This is an optimization exercise on Yosys and OpenROAD, whose aim is small area and a short achievable clock period, not a production implementation. At most, simulation tests tie the RTL to the original design; equivalence was not proved.

== old ==
// SRGL
module SRGL(
    input wire clk,
    input wire reset,
    input wire mov,
    input wire signed [31:0] mpu_valor,
    input wire [7:0] letra_base,
    input wire mpu_valid,
    output reg ready,
    output reg [7:0] letra_final
);
export LEC_CHECK = 0
export ABC_AREA = 1
export CAP_MARGIN = 20
export CORE_MARGIN = 2
export CORE_UTILIZATION = 65
export CTS_CLUSTER_DIAMETER = 80
export CTS_CLUSTER_SIZE = 30
export PLACE_DENSITY = 0.75
export SLEW_MARGIN = 20
export SYNTH_HIERARCHICAL = 1
export SYNTH_MINIMUM_KEEP_SIZE = 0
create_clock -name core_clock -period 90.0 [get_ports {clk}]
run.sh (not shown) runs the stock make flow with config.mk's settings and CLKGATE_MAP_FILE= SYNTH_SCRIPT=/design/flow/synth_recipe.tcl, a recipe that flattens the netlist after the stock synthesis.
#### Input delta (new over old)
diff --git a/flow/design.v b/flow/design.v
--- a/flow/design.v
+++ b/flow/design.v
@@ -125,16 +125,14 @@
         2'd1: qsel = 15'd13522;
         2'd2: qsel = 15'd4505;
         default: qsel = 15'd13493;
     endcase
 end
 wire [14:0] qr = qsel + {{9{rem[5]}}, rem};
 wire [12:0] cc = ~qr[13:1];                      
-wire is_model = (letra_base == "D") | (letra_base == "H") | (letra_base == "F") | (letra_base == "L");
-wire ok_early = buffer_full & mov & is_model & span_ok;
 wire fs1;
 wire fc2;
 wire fs3;
 wire fc4;
 wire fs5;
 wire fc6;
 wire fs7;
@@ -6704,17 +6702,17 @@
 srgl_ao21 u_g3742 (.a(hs3725), .b(hc3724), .c(hc3726), .y(g3742));
 srgl_and2 u_g3743 (.a(hs3725), .b(hs3723), .y(g3743));
 srgl_ao21 u_g3744 (.a(hs3727), .b(g3742), .c(hc3728), .y(g3744));
 srgl_and2 u_g3745 (.a(hs3727), .b(g3743), .y(g3745));
 srgl_ao21 u_g3746 (.a(g3745), .b(g3740), .c(g3744), .y(g3746));
 srgl_and2 u_g3747 (.a(g3745), .b(g3741), .y(g3747));
 srgl_ao21 u_g3748 (.a(g3747), .b(g3737), .c(g3746), .y(g3748));
-wire big_early = fc3054 | fc3056 | fc3058 | fc3262 | fc3264 | fc3266 | fc3268 | fc3270 | fc3272 | fc3274 | fc3276 | fc3278 | fc3416 | fc3418 | fc3420 | fc3422 | fc3424 | fc3426 | fc3518 | fc3520 | fc3522 | fc3524 | fc3596 | fc3598 | fc3600 | fc3648 | fc3650 | sat156 | sat261 | sat361 | sat460 | sat565 | sat664 | sat761 | sat866 | sat971 | sat1076 | sat1179 | sat1284 | sat1384 | sat1471 | sat1565 | sat1659 | sat1753 | sat1843 | sat1945 | sat2043 | sat2145 | sat2237 | sat2327 | sat2416 | sat2510 | sat2602 | sat2694 | sat2786 | sat2875 | sat2969;
-wire sel;
-srgl_sel u_sel (.en(ok_early), .big(big_early), .late({fc3676, fc3702, g3748}), .sel(sel));
+wire big = fc3054 | fc3056 | fc3058 | fc3262 | fc3264 | fc3266 | fc3268 | fc3270 | fc3272 | fc3274 | fc3276 | fc3278 | fc3416 | fc3418 | fc3420 | fc3422 | fc3424 | fc3426 | fc3518 | fc3520 | fc3522 | fc3524 | fc3596 | fc3598 | fc3600 | fc3648 | fc3650 | fc3676 | fc3702 | sat156 | sat261 | sat361 | sat460 | sat565 | sat664 | sat761 | sat866 | sat971 | sat1076 | sat1179 | sat1284 | sat1384 | sat1471 | sat1565 | sat1659 | sat1753 | sat1843 | sat1945 | sat2043 | sat2145 | sat2237 | sat2327 | sat2416 | sat2510 | sat2602 | sat2694 | sat2786 | sat2875 | sat2969 | g3748;
+wire match = ~big & span_ok;
+wire is_model = (letra_base == "D") | (letra_base == "H") | (letra_base == "F") | (letra_base == "L");
 reg [7:0] target;
 always @(*) begin
     case (msel)
         2'd0: target = "Z";
         2'd1: target = "T";
         2'd2: target = "K";
         default: target = "G";
@@ -6722,15 +6720,15 @@
 end
 always @(posedge clk or posedge reset) begin
     if (reset) begin
         letra_final <= "?";
         ready <= 1'b0;
     end else begin
         ready <= buffer_full;
-        letra_final <= sel ? target : letra_base;
+        letra_final <= (buffer_full & mov & is_model & match) ? target : letra_base;
     end
 end
 endmodule
 module srgl_fa(input wire a, input wire b, input wire c, output wire s, output wire co);
 assign s = a ^ b ^ c;
 assign co = (a & b) | (a & c) | (b & c);
 endmodule
@@ -6751,17 +6749,14 @@
 assign mf[10] = b[3] ? b[2] : b[1];
 assign mf[11] = b[3] ? b[2] : 1'b1;
 assign mf[12] = b[3] ? 1'b1 : 1'b0;
 assign mf[13] = b[3] ? 1'b1 : ~b[1];
 assign mf[14] = b[3] ? 1'b1 : b[1];
 assign mf[15] = b[3] ? 1'b1 : 1'b1;
 endmodule
-module srgl_sel(input wire en, input wire big, input wire [2:0] late, output wire sel);
-assign sel = en & ~big & ~|late;
-endmodule
 module srgl_ao21(input wire a, input wire b, input wire c, output wire y);
 assign y = (a & b) | c;
 endmodule
 module srgl_and2(input wire a, input wire b, output wire y);
 assign y = a & b;
 endmodule
 module srgl_inv(input wire a, output wire y);
Notes after the runs:
new: full flow OK, the timing, design-rule and antenna checks passed
new vs. old: maximum clock frequency decreased by 1.7% relative to the old numbers; first-iteration DRC count decreased by 6.5% relative to the old numbers; total clock buffers created by CTS decreased by 1 relative to the old numbers.
Diff old -> new: sequential portion of the cell area held steady.
No functional check of the RTL was part of new.

========
SRGL, a different RTL version from the one above (not shown whole).
Size in the first run: roughly 3,000 cells after synthesis.
==> flow/design.v (excerpt) <==
module SRGL(
    input wire clk,
    input wire reset,
    input wire mov,
    input wire signed [31:0] mpu_valor,
    input wire [7:0] letra_base,
    input wire mpu_valid,
    output reg ready,
    output reg [7:0] letra_final
);
clock: 90.0 ns
lec_check: 0
abc_area: 1
cap_margin: 20
core_margin: 2
core_utilization: 40
slew_margin: 20
synth_hierarchical: 1
synth_minimum_keep_size: 0
Then changed:
--- a/flow/design.v
+++ b/flow/design.v
@@ -111,13 +111,13 @@
 wire [5:0] nrem = ~rem;
 wire [15:0] zz;                                   
 wire [13:0] nzz = ~zz[13:0];
 wire [6:0] mxh = ~zz[15:9] + {6'd0, (zz[8:0] == 9'd0)};   
 wire [7:0] dmax = {hmax[6], hmax} - {mxh[6], mxh};
 wire [7:0] dmin = {mxh[6], mxh} - {hmin[6], hmin};
-wire span_ok = (dmax[7] | ~|dmax[6:4]) & (dmin[7] | ~|dmin[6:4]);    
+wire span_ok = ($signed(dmax) <= 8'sd15) & ($signed(dmin) <= 8'sd15);
 wire [1:0] msel = {letra_base[3], letra_base[3] ? letra_base[2] : letra_base[1]};    
 wire [15:0] mf;
 genvar g;
 generate for (g = 0; g < 16; g = g + 1) begin : mfg
     assign mf[g] = (msel == 2'd0) ? g[0] : (msel == 2'd1) ? g[1] : (msel == 2'd2) ? g[2] : g[3];
 end endgenerate
Global-route usage came out lower by 0.41 points; register-to-register slack gets worse by 0.10 ns; maximum frequency goes down by 1.7%; clock skew rises by 0.011 ns; count of clock-buffer cells in the layout came out higher by 8.
No functional check of the RTL was part of the second run of this note.

[static timing again, ports no longer ideal]
No port has a modelled driver above. Below, the same layouts with a new extraction and two added sets of constraints. Step 1 sets driving cells, clkbuf_16 on the clock port and buf_2 on the other inputs (assumed; they add their load-dependent delay and slew). Step 2 moves the port delays by t, midway between the first and last clock arrival at a register: inputs arrive t later, outputs are due t later. That takes back most of the time a late clock gives input paths. a / b / c = ideal ports / drivers / drivers and shift; a / b = the first two.
run | t, ns | slack for setup (ns) | clock arrival spread, ns | slew at the worst register clock pin (ns)
old | 0.652 | 60.518 / 60.563 / 59.911 | 0.041 / 0.040 | 0.10 / 0.10
new | 0.641 | 59.999 / 60.038 / 59.396 | 0.025 / 0.025 | 0.10 / 0.10
the first run of note 2 | 0.702 | 57.307 / 57.351 / 56.649 | 0.029 / 0.029 | 0.07 / 0.07
the second run of note 2 | 0.705 | 56.734 / 56.776 / 56.071 | 0.038 / 0.038 | 0.06 / 0.06
After both steps every run listed still meets setup and hold. For the second run of note 2, which loses most, drivers alone change the setup slack by +0.042 ns; drivers and shift together by -0.663 ns.
